Source: an optimization exercise on an open RTL-to-GDS flow (aim: small area, a short achievable clock period and few clock cycles per item). Production flows keep margins and buffers that such runs may drop.
Function was not checked in any run shown here: the RTL went through the layout flow alone.
No activity file was given, so power comes from the tool's default toggle rates.

## flow/design.v (module list and top-level ports; edited modules follow where they fit)
// module fetch: 31 lines
// module control: 17 lines
// module mul_cs: 1060 lines
// module dsp_processor: 114 lines
module dsp_processor(
    input         clk,
    input         nrst,
    input         instr_valid,
    input  [31:0] instr,
    output        instr_ready,
    output        out_valid,
    output [31:0] v1,
    output [31:0] v2,
    output [31:0] v3
);
  // ...
==> flow/run.sh <==
#!/bin/bash
# synth_recipe.tcl (not shown) runs the flow's synth.tcl, then flattens the netlist and writes it again
# the make line also repeats each setting of config.mk as NAME=value (left out here)
make -C /OpenROAD-flow-scripts/flow DESIGN_CONFIG=/design/flow/config.mk WORK_HOME=/design/flow/orfs CLKGATE_MAP_FILE= SYNTH_SCRIPT=/design/flow/synth_recipe.tcl finish
==> flow/config.mk <==
export PLATFORM = sky130hd
export DESIGN_NAME = dsp_processor
export DESIGN_NICKNAME = dsp_processor
export VERILOG_FILES = /design/flow/design.v
export SDC_FILE = /design/flow/constraint.sdc
export NUM_CORES = 4
export LEC_CHECK = 0
export CAP_MARGIN = 20
export CORE_MARGIN = 2
export CORE_UTILIZATION = 40
export PLACE_DENSITY = 0.6
export SLEW_MARGIN = 20
==> flow/constraint.sdc <==
create_clock -name core_clock -period 10.0 [get_ports {clk}]
set_input_delay 2.0000 -clock core_clock [delete_from_list [all_inputs] [get_ports {clk}]]
set_output_delay 2.0000 -clock core_clock [all_outputs]
set_load 0.01 [all_outputs]
==> results by group, run 1 <==
Placement
  • DPL Wire Length: 90.9 mm
  • Placed Cells incl. Taps: 5012

Layout
  • Buffering overhead: 0.0484
  • Post-route cell area: 41300 um^2
  • #MultiIn Comb: 2829
  • ClkCell Share: 0.0425
  • Fraction of area in registers: 0.329
  • Fin nets: 4157

CTS
  • Setup bufs post-CTS: 0
  • CTS tree: yes
  • Root Buffer: clkbuf_16

Synth
  • Post-Syn Nets: 4258
  • Mapped Avg Cell Area: 9.48 um^2
  • Synthesized area: 37200 um^2
  • Ys flop type: edfxtp_1

Routing
  • Remaining DRCs: 0
  • Met2 Wirelength: 60.0 mm
  • Top layer used by detailed routing: met4
  • Initial DRC Count: 4780

Critical path
  • WP buf/inv: 3
  • CP Cell Sequence: fa_1 > inv_1 > fa_1 > inv_1 > ha_1 > a21o_1 > nand4_1 > a21bo_2 > a21oi_1 > nor3_1 > o31ai_1 > a21boi_1 > xor2_1 > clkinv_1 > a221o_1
  • Critical Path Fanout Max: 10
  • Max stage delay cell, worst path: o31ai_1
  • Stages on worst setup path: 15

Global route
  • GRT Overall Usage: 0.280
  • Global-route wire length before repair: 201 mm

Power
  • Tot Pwr: 4390 uW
  • Internal Power: 3450 uW

Timing
  • Worst slew pin tran: 1.13 ns
  • Worst Skew: 0.0176 ns
  • Period utilisation layout: 0.508
  • Relative slew slack: 0.248
  • Final Max Tran Viols: 0

Status
  • Status: finished clean

Floorplanning
  • TAP cells: 1243
==> run 2, diff against run 1 <==
--- a/flow/config.mk
+++ b/flow/config.mk
@@ -5,6 +5,7 @@
 export SDC_FILE = /design/flow/constraint.sdc
 export NUM_CORES = 4
 export LEC_CHECK = 0
+export ABC_AREA = 1
 export CAP_MARGIN = 20
 export CORE_MARGIN = 2
 export CORE_UTILIZATION = 40
==> results by group, run 2 <==
Status
  • Status: finished clean (unchanged)

CTS
  • Setup bufs post-CTS: 0 (unchanged)
  • Root Buffer: clkbuf_16 (unchanged)
  • CTS buffer count: 58 (was 53)
  • Clock latency on the worst-skew pair: 0.69 ns (was 0.64 ns)
  • CTS max path bufs: 3 (unchanged)
  • Hold_buf cts: 0 (unchanged)
  • Clk pin slew, worst setup/hold paths: 0.07 ns (was 0.06 ns)
  • CTS HTree Levels: 2 (unchanged)
  • Post-CTS resize count: 0 (unchanged)
  • CTS tree: yes (unchanged)
  • Clk sinks: 521 (unchanged)

Floorplanning
  • Site Rows: 109 (was 111)
  • Die area: 91300 um^2 (was 95400 um^2)
  • Die Ht: 302 um (was 309 um)
  • Die Width: 302 um (was 309 um)
  • Core area: 88200 um^2 (was 91900 um^2)
  • Initial Utilization: 0.403 (was 0.404)
  • I/O Pins: 133 (unchanged)

Routing
  • Remaining DRCs: 0 (unchanged)
  • Total iterations of the first detailed-routing run: 9 (was 8)
  • WL per Instance: 24.2 um (was 26.6 um)
  • Vias/cell: 5.74 (was 6.27)
  • Routed WL: 131 mm (was 136 mm)
  • Initial DRC Count: 3555 (was 4780)
  • DRT antenna net count: 0 (unchanged)
  • Vias: 31100 (was 32000)

Power
  • Pleak: 0.0178 uW (was 0.0159 uW)
  • Max rail drop VDD: 0.000144 V (was 0.000153 V)
  • Switching share of power: 0.221 (was 0.214)
  • Psw: 1010 uW (was 940 uW)
  • Reg power frac: 0.496 (was 0.517)
  • Clock power share: 0.488 (was 0.464)
  • Internal Power: 3560 uW (was 3450 uW)
  • Pwr Density: 114 nW/um^2 (was 106 nW/um^2)
  • Part of the power in combinational logic: 0.015 (was 0.018)

Timing
  • Final WS setup: 4.41 ns (was 4.92 ns)
  • Max Clk Rate: 179 MHz (was 197 MHz)
  • Period utilisation layout: 0.559 (was 0.508)
  • Hold Vio Cnt, Final: 0 (unchanged)
  • Worst slew pin tran: 1.14 ns (was 1.13 ns)
  • Worst Skew: 0.0597 ns (was 0.0176 ns)
  • Final setup violation count: 0 (unchanged)
  • Unrepaired setup endpoints after global routing: no (unchanged)
  • Final Max Tran Viols: 0 (unchanged)
  • Relative slew slack: 0.236 (was 0.248)
  • Setup Total Neg Slack: 0 ns (unchanged)
  • Final Critical Period: 5.59 ns (was 5.08 ns)

Critical path
  • Largest stage delay on the critical path: 0.75 ns (was 0.87 ns)
  • Cell mode on critical path: nand2_1
  • Critical Path Fanout Max: 25 (was 10)
  • Startpoint Class: register (unchanged)
  • Crit Path Category: register to register (unchanged)
  • Critical Path RT: 10.57 ns (was 10.52 ns)
  • Critical Path AT: 6.16 ns (was 5.60 ns)
  • Max stage delay cell, worst path: dfxtp_2 (was o31ai_1)
  • Worst reg-to-reg setup slack: 4.41 ns (was 4.92 ns)
  • CP Capture Type: register (unchanged)
  • R2R cell count: 26 (was 15)

Layout
  • Most frequent cells in the layout: 798 x nand2_1, 598 x inv_1, 329 x o22ai_1, 311 x edfxtp_1, 293 x xor2_1 (was 311 x edfxtp_1, 279 x nand2_1, 257 x nor2_1, 246 x a22oi_1, 245 x o21ai_0)
  • Area added between synthesis and finish: 12.8% (was 10.9%)
  • Post-route cell area: 40100 um^2 (was 41300 um^2)
  • Fin nets: 4539 (was 4157)
  • ANT cells: 0 (was 2)
  • Share of cells above drive strength 1: 0.0552 (was 0.0601)
  • Commonest non-fill, non-tap cell in the layout: nand2_1 (was edfxtp_1)

Run
  • Max-cap viol count: 0 (unchanged)

Synth
  • Yosys reg bits: 521 (unchanged)
  • Ys flop type: edfxtp_1 (unchanged)
  • FFs w/ async S/R, synth: 0 (unchanged)
  • Number of synthesized flops with an enable pin: 311 (unchanged)
  • Post-Syn Nets: 4473 (was 4258)
  • Cells after Synth: 4140 (was 3925)
  • Post-synthesis sequential area ratio: 0.381 (was 0.364)
  • Yosys Warn Count: 2 (unchanged)
  • Most instantiated cells after synthesis: 799 x nand2_1, 598 x inv_1, 329 x o22ai_1, 311 x edfxtp_1, 296 x xor2_1 (was 328 x clkbuf_1, 311 x edfxtp_1, 280 x nand2_1, 270 x nor2_1, 246 x a22oi_1)
  • Post-synth top area cell: edfxtp_1 (unchanged)
  • Cell variety after synth: 60 (was 83)
  • Mapped Avg Cell Area: 8.58 um^2 (was 9.48 um^2)
  • Count leader, synth: nand2_1 (was clkbuf_1)
  • Largest cells by area after synthesis: edfxtp_1 26%, dfxtp_1 12%, fa_1 11% (was edfxtp_1 25%, dfxtp_1 11%, fa_1 11%)
  • Share of the synthesized area in the top cell type: 0.263 (was 0.251)
  • Synthesized area: 35500 um^2 (was 37200 um^2)

Global route
  • Number of global-route vias before repair: 29600 (was 30500)
  • Global-route wire length before repair: 192 mm (was 201 mm)
  • GRT overflow: 0 (unchanged)
  • GRT Overall Usage: 0.283 (was 0.280)
  • Pin count of the biggest net entering global routing: 58 (was 83)
  • Antenna violations before repair: 1 (was 0)

Placement
  • DP Worst Slack: 4.47 ns (was 5.13 ns)
  • DP Area: 38100 um^2 (was 39500 um^2)
  • Routability Congestion: 0.963 (was 0.911)
  • Buffers on Ports: 129 (unchanged)
  • DPL Wire Length: 96.4 mm (was 90.9 mm)

Min path
  • Hold WC Path Type: register to register (unchanged)
  • Worst Hold Depth: 0 (unchanged)
run 2: final timing paths:
kind	start	endpoint
setup / recovery	x_mpy	w_r0[31]
hold / removal	x_wd[1]	w_wd[1]
setup reg to reg	x_mpy	w_r0[31]
hold reg to reg	x_wd[1]	w_wd[1]
run 2: logic make-up after synthesis:
| group | synth area share |
|---|---|
| and+or+nand+nor | 0.166 |
| buffers and inverters | 0.0894 |
| AOI/OAI and AO/OA | 0.135 |
| DFF | 0.381 |
| xor gates and xnor gates | 0.0815 |
| adders and majority gates | 0.147 |
| muxes | 0.000282 |
run 2: layout make-up:
type	count	area (um^2)
clock buffers	79	1680
clock inverters	31	324
fillers	8531	48100
inverters	628	2360
multi-input cells	2805	19000
flip-flops and latches	521	13500
well taps	1165	1460
repair buffers	192	1760
run 2: power by group through the flow:
stage	registers, uW	clock network (uW)	logic, uW
after floorplan	2310	0	44.9
after global placement	2310	0	69.5
after detailed placement	2310	0	70.1
after CTS	2270	2250	70.4
after global routing	2270	2340	78.1
final	2270	2230	70.6
run 2: through the flow:
stage	std cells	utilization	total power (uW)	hold WS [ns]
floorplan	4140	-	2350	0.355
global placement	5311	0.431	2380	0.391
detailed placement	5311	0.431	2380	0.381
CTS	5421	0.454	4590	0.392
global route	5421	0.454	4680	0.398
finish	5421	0.454	4570	0.391
run 2: per-layer routing:
metal,vias up,wire [um],track usage
li1,14000,-,-
met5,-,14,0
met4,2,5860,0.116
met3,317,13300,0.0602
met1,15100,53300,0.384
met2,1701,58700,0.442
run 2: worst max-delay path: cells and delay by family, from the launching register on:
family	cells	cell delay [ns]
DFF	1	0.75
adders and majority gates	3	1.09
AOI/OAI and AO/OA	2	0.40
xor gates and xnor gates	2	0.46
buffers and inverters	8	1.50
and+or+nand+nor	11	1.25
==> run 3, diff against run 2 <==
==> flow/config.mk (replaced) <==
export PLATFORM = sky130hd
export DESIGN_NAME = dsp_processor
export DESIGN_NICKNAME = dsp_processor
export VERILOG_FILES = /design/flow/design.v
export SDC_FILE = /design/flow/constraint.sdc
export NUM_CORES = 4
export LEC_CHECK = 0
export CAP_MARGIN = 20
export CORE_MARGIN = 2
export CORE_UTILIZATION = 60
export PLACE_DENSITY = 0.7
export SLEW_MARGIN = 60
==> results by group, run 3 <==
Synth
  • Mapped Avg Cell Area: 9.48 um^2 (was 8.58 um^2)
  • Count leader, synth: clkbuf_1 (was nand2_1)
  • Most instantiated cells after synthesis: 328 x clkbuf_1, 311 x edfxtp_1, 280 x nand2_1, 270 x nor2_1, 246 x a22oi_1 (was 799 x nand2_1, 598 x inv_1, 329 x o22ai_1, 311 x edfxtp_1, 296 x xor2_1)
  • Post-synth top area cell: edfxtp_1 (unchanged)
  • Yosys Warn Count: 2 (unchanged)
  • FFs w/ async S/R, synth: 0 (unchanged)
  • Post-Syn Nets: 4258 (was 4473)
  • Cells after Synth: 3925 (was 4140)
  • Cell variety after synth: 83 (was 60)
  • Ys flop type: edfxtp_1 (unchanged)
  • Share of the synthesized area in the top cell type: 0.251 (was 0.263)
  • Post-synthesis sequential area ratio: 0.364 (was 0.381)
  • Largest cells by area after synthesis: edfxtp_1 25%, dfxtp_1 11%, fa_1 11% (was edfxtp_1 26%, dfxtp_1 12%, fa_1 11%)
  • Yosys reg bits: 521 (unchanged)
  • Number of synthesized flops with an enable pin: 311 (unchanged)
  • Synthesized area: 37200 um^2 (was 35500 um^2)

Placement
  • DP Worst Slack: 5.25 ns (was 4.47 ns)
  • Routability Congestion: 1.00 (was 0.963)
  • Placed Cells incl. Taps: 4566 (was 5311)
  • Buffers on Ports: 129 (unchanged)
  • DP Area: 39300 um^2 (was 38100 um^2)
  • DPL Wire Length: 89.9 mm (was 96.4 mm)

Layout
  • Commonest non-fill, non-tap cell in the layout: edfxtp_1 (was nand2_1)
  • Post-route cell area: 41300 um^2 (was 40100 um^2)
  • Sequential cell area: 13600 um^2 (was 13500 um^2)
  • Finished Layout Cells: 4670 (was 5421)
  • Area added between synthesis and finish: 10.9% (was 12.8%)
  • ANT cells: 0 (unchanged)
  • Most frequent cells in the layout: 311 x edfxtp_1, 278 x nand2_1, 255 x nor2_1, 246 x a22oi_1, 244 x o21ai_0 (was 798 x nand2_1, 598 x inv_1, 329 x o22ai_1, 311 x edfxtp_1, 293 x xor2_1)
  • Area of the multi-input gates: 21900 um^2 (was 19000 um^2)
  • Final core utilization: 0.671 (was 0.454)
  • Share of cells above drive strength 1: 0.0784 (was 0.0552)
  • Fin nets: 4169 (was 4539)
  • Fill count: 4825 (was 8531)

Run
  • Max-cap viol count: 0 (unchanged)

CTS
  • CTS tree: yes (unchanged)
  • Setup bufs post-CTS: 0 (unchanged)
  • Clock latency on the worst-skew pair: 0.65 ns (was 0.69 ns)
  • CTS max path bufs: 3 (unchanged)
  • Hold_buf cts: 0 (unchanged)
  • Clk pin slew, worst setup/hold paths: 0.06 ns (was 0.07 ns)
  • Root Buffer: clkbuf_16 (unchanged)
  • Post-CTS resize count: 0 (unchanged)
  • CTS HTree Levels: 2 (unchanged)
  • CTS buffer count: 53 (was 58)
  • Clk sinks: 521 (unchanged)

Global route
  • GRT Overall Usage: 0.419 (was 0.283)
  • Pin count of the biggest net entering global routing: 86 (was 58)
  • Antenna violations before repair: 3 (was 1)
  • Global-route wire length before repair: 201 mm (was 192 mm)
  • GRT overflow: 0 (unchanged)
  • Number of global-route vias before repair: 32400 (was 29600)

Min path
  • Hold Startpoint: x_wd[1] (unchanged)
  • Worst Hold End: w_wd[1] (unchanged)
  • Hold WC Path Type: register to register (unchanged)
  • Worst Hold Depth: 0 (unchanged)

Routing
  • DRT antenna net count: 0 (unchanged)
  • WL per Instance: 29.2 um (was 24.2 um)
  • Wl on met1: 50.6 mm (was 53.3 mm)
  • Met3 routed WL: 18.8 mm (was 13.3 mm)
  • Initial DRC Count: 5896 (was 3555)
  • Top layer used by detailed routing: met5 (unchanged)
  • Routed WL: 136 mm (was 131 mm)
  • Met2 Wirelength: 60.0 mm (was 58.7 mm)
  • Vias/cell: 7.14 (was 5.74)
  • Remaining DRCs: 0 (unchanged)
  • Vias: 33300 (was 31100)
  • Total iterations of the first detailed-routing run: 12 (was 9)

Critical path
  • Worst reg-to-reg setup slack: 5.13 ns (was 4.41 ns)
  • Crit path max-delay family: adder cells (was buffers and inverters)
  • Cell mode on critical path: xnor2_1 (was nand2_1)
  • Critical Path RT: 10.53 ns (was 10.57 ns)
  • WP buf/inv: 2 (was 8)
  • Critical Path Fanout Max: 35 (was 25)
  • R2R cell count: 17 (was 26)
  • RR Startpoint: x_a[9] (was x_mpy)
  • Reg-to-reg endpoint: w_r0[31] (unchanged)
  • Startpoint Class: register (unchanged)
  • CP Cell Sequence: buf_4 > clkinv_1 > nor3_1 > a21oi_1 > a21oi_1 > o21ai_0 > fa_1 > fa_1 > fa_1 > xnor2_1 > xnor2_1 > xnor2_1 > xnor2_1 > xnor2_1 > xnor2_1 > nand2_1 > o21ai_1
  • Largest stage delay on the critical path: 0.58 ns (was 0.75 ns)
  • CP Capture Type: register (unchanged)
  • Critical Path AT: 5.40 ns (was 6.16 ns)
  • Crit Path Category: register to register (unchanged)
  • Max stage delay cell, worst path: clkinv_1 (was dfxtp_2)

Timing
  • Max Clk Rate: 205 MHz (was 179 MHz)
  • Worst Skew: 0.0585 ns (was 0.0597 ns)
  • Final WS setup: 5.13 ns (was 4.41 ns)
  • Unrepaired setup endpoints after global routing: no (unchanged)
  • Final Max Tran Viols: 0 (unchanged)
  • Setup Total Neg Slack: 0 ns (unchanged)
  • Relative slew slack: 0.573 (was 0.236)
  • Period utilisation layout: 0.487 (was 0.559)
  • Hold Vio Cnt, Final: 0 (unchanged)
  • Final setup violation count: 0 (unchanged)
  • Worst slew pin tran: 0.641 ns (was 1.14 ns)
  • Final Critical Period: 4.87 ns (was 5.59 ns)

Floorplanning
  • Initial Utilization: 0.605 (was 0.403)
  • Die Ht: 253 um (was 302 um)
  • Site Rows: 91 (was 109)
  • I/O Pins: 133 (unchanged)
  • Die Width: 253 um (was 302 um)
  • Core area: 61500 um^2 (was 88200 um^2)
  • Die area: 64000 um^2 (was 91300 um^2)

Power
  • Internal Power: 3440 uW (was 3560 uW)
  • Psw: 950 uW (was 1010 uW)
  • Clock power share: 0.465 (was 0.488)
  • Pleak: 0.0161 uW (was 0.0178 uW)
  • Max rail drop VDD: 0.000145 V (was 0.000144 V)
  • Pwr Density: 106 nW/um^2 (was 114 nW/um^2)
  • Reg power frac: 0.516 (was 0.496)
  • Switching share of power: 0.216 (was 0.221)
  • Part of the power in combinational logic: 0.019 (was 0.015)

Status
  • Status: finished clean (unchanged)
run 3: changes by cell type in the layout (fill, tap and decap cells not counted), moves of 78 or more:
cell,previous run,this run
xnor2_1,30,135
a22oi_1,1,246
o21ai_0,126,244
xor2_1,293,98
and2_1,1,139
nand2_1,798,278
a222oi_1,0,91
a221oi_1,5,83
nand3_1,223,43
inv_1,598,180
o22ai_1,329,7
run 3: kinds of logic (layout without fill, tap and decap cells):
group / after synthesis / in the layout / synth area share
xor+xnor: 258 / 258 / 0.0610
compound gates: 1222 / 1222 / 0.227
simple gates: 956 / 956 / 0.123
buf+inv: 575 / 530 / 0.0581
fa+ha+maj: 353 / 353 / 0.155
mux: 40 / 40 / 0.0110
flops: 521 / 521 / 0.364
run 3: routing by layer:
| metal | vias to the layer above | global-route usage |
|---|---|---|
| li1 | 14100 | - |
| met1 | 16100 | 0.562 |
| met2 | 2654 | 0.633 |
| met3 | 492 | 0.110 |
| met4 | 6 | 0.203 |
| met5 | - | 0 |
run 3: power by group through the flow:
stage	sequential [uW]	combinational, uW	clock (uW)
2_1_floorplan	2310	52.1	0
3_3_place_gp	2320	77.3	0
3_5_place_dp	2320	80.7	0
4_1_cts	2270	81.3	2050
5_1_grt	2270	89.2	2130
6_report	2270	82.3	2040
run 3: worst max path at each step:
stage | startpoint | to | slack [ns] | cells after the start
floorplan | x_b[19] | w_r0[31] | 5.76 | 18
global placement | w_r0[4] | x_a[30] | 5.16 | 15
detailed placement | x_mpy | w_r0[31] | 5.25 | 20
CTS | x_mpy | w_r0[31] | 5.20 | 20
global route | x_a[9] | w_r0[31] | 4.95 | 17
finish | x_a[9] | w_r0[31] | 5.13 | 17
run 3: worst register-to-register path: stages, from the launching register on:
cell and delay, ns:
dfxtp_1 0.32, buf_4 0.46, clkinv_1 0.60, nor3_1 0.39, a21oi_1 0.10, a21oi_1 0.16, o21ai_0 0.15, fa_1 0.56
fa_1 0.49, fa_1 0.43, xnor2_1 0.15, xnor2_1 0.21, xnor2_1 0.16, xnor2_1 0.16, xnor2_1 0.18, xnor2_1 0.15
nand2_1 0.07, o21ai_1 0.09
run 3: layout make-up:
type | instances | share of cell area
Tap cell | 790 | 0.0240
Inverter | 196 | 0.0179
Multi-Input combinational cell | 2829 | 0.531
Timing Repair Buffer | 235 | 0.0537
Clock buffer | 73 | 0.0367
Clock inverter | 26 | 0.00716
Sequential cell | 521 | 0.329
run 3: stage by stage:
| step | hold WS, ns | total power [uW] |
|---|---|---|
| floorplan | 0.329 | 2360 |
| global placement | 0.383 | 2390 |
| detailed placement | 0.382 | 2400 |
| CTS | 0.388 | 4400 |
| global route | 0.390 | 4480 |
| finish | 0.385 | 4390 |

[what the ideal ports hide]
In the flow no input, the clock included, has a driving cell. The finished layouts below were timed again as built, in two steps. Step 1, drivers: a clkbuf_16 drives clk and a buf_2 each remaining input, both assumed. Step 2, shift: input delay + t, output delay - t, t = (earliest + latest rising clock arrival at the registers) / 2. This alone moves slack from input paths to output paths. a / b / c = no drivers / after step 1 / after step 2; a / b = the first two.
| run | shift t [ns] | setup slack, ns | cell pins on the clock port's net |
|---|---|---|---|
| run 1 | 0.700 | 4.920 / 4.920 / 4.920 | 1 |
| run 2 | 0.722 | 4.409 / 4.409 / 4.409 | 1 |
| run 3 | 0.693 | 5.127 / 5.127 / 5.127 | 1 |
After both steps setup and hold are still met in every run listed.
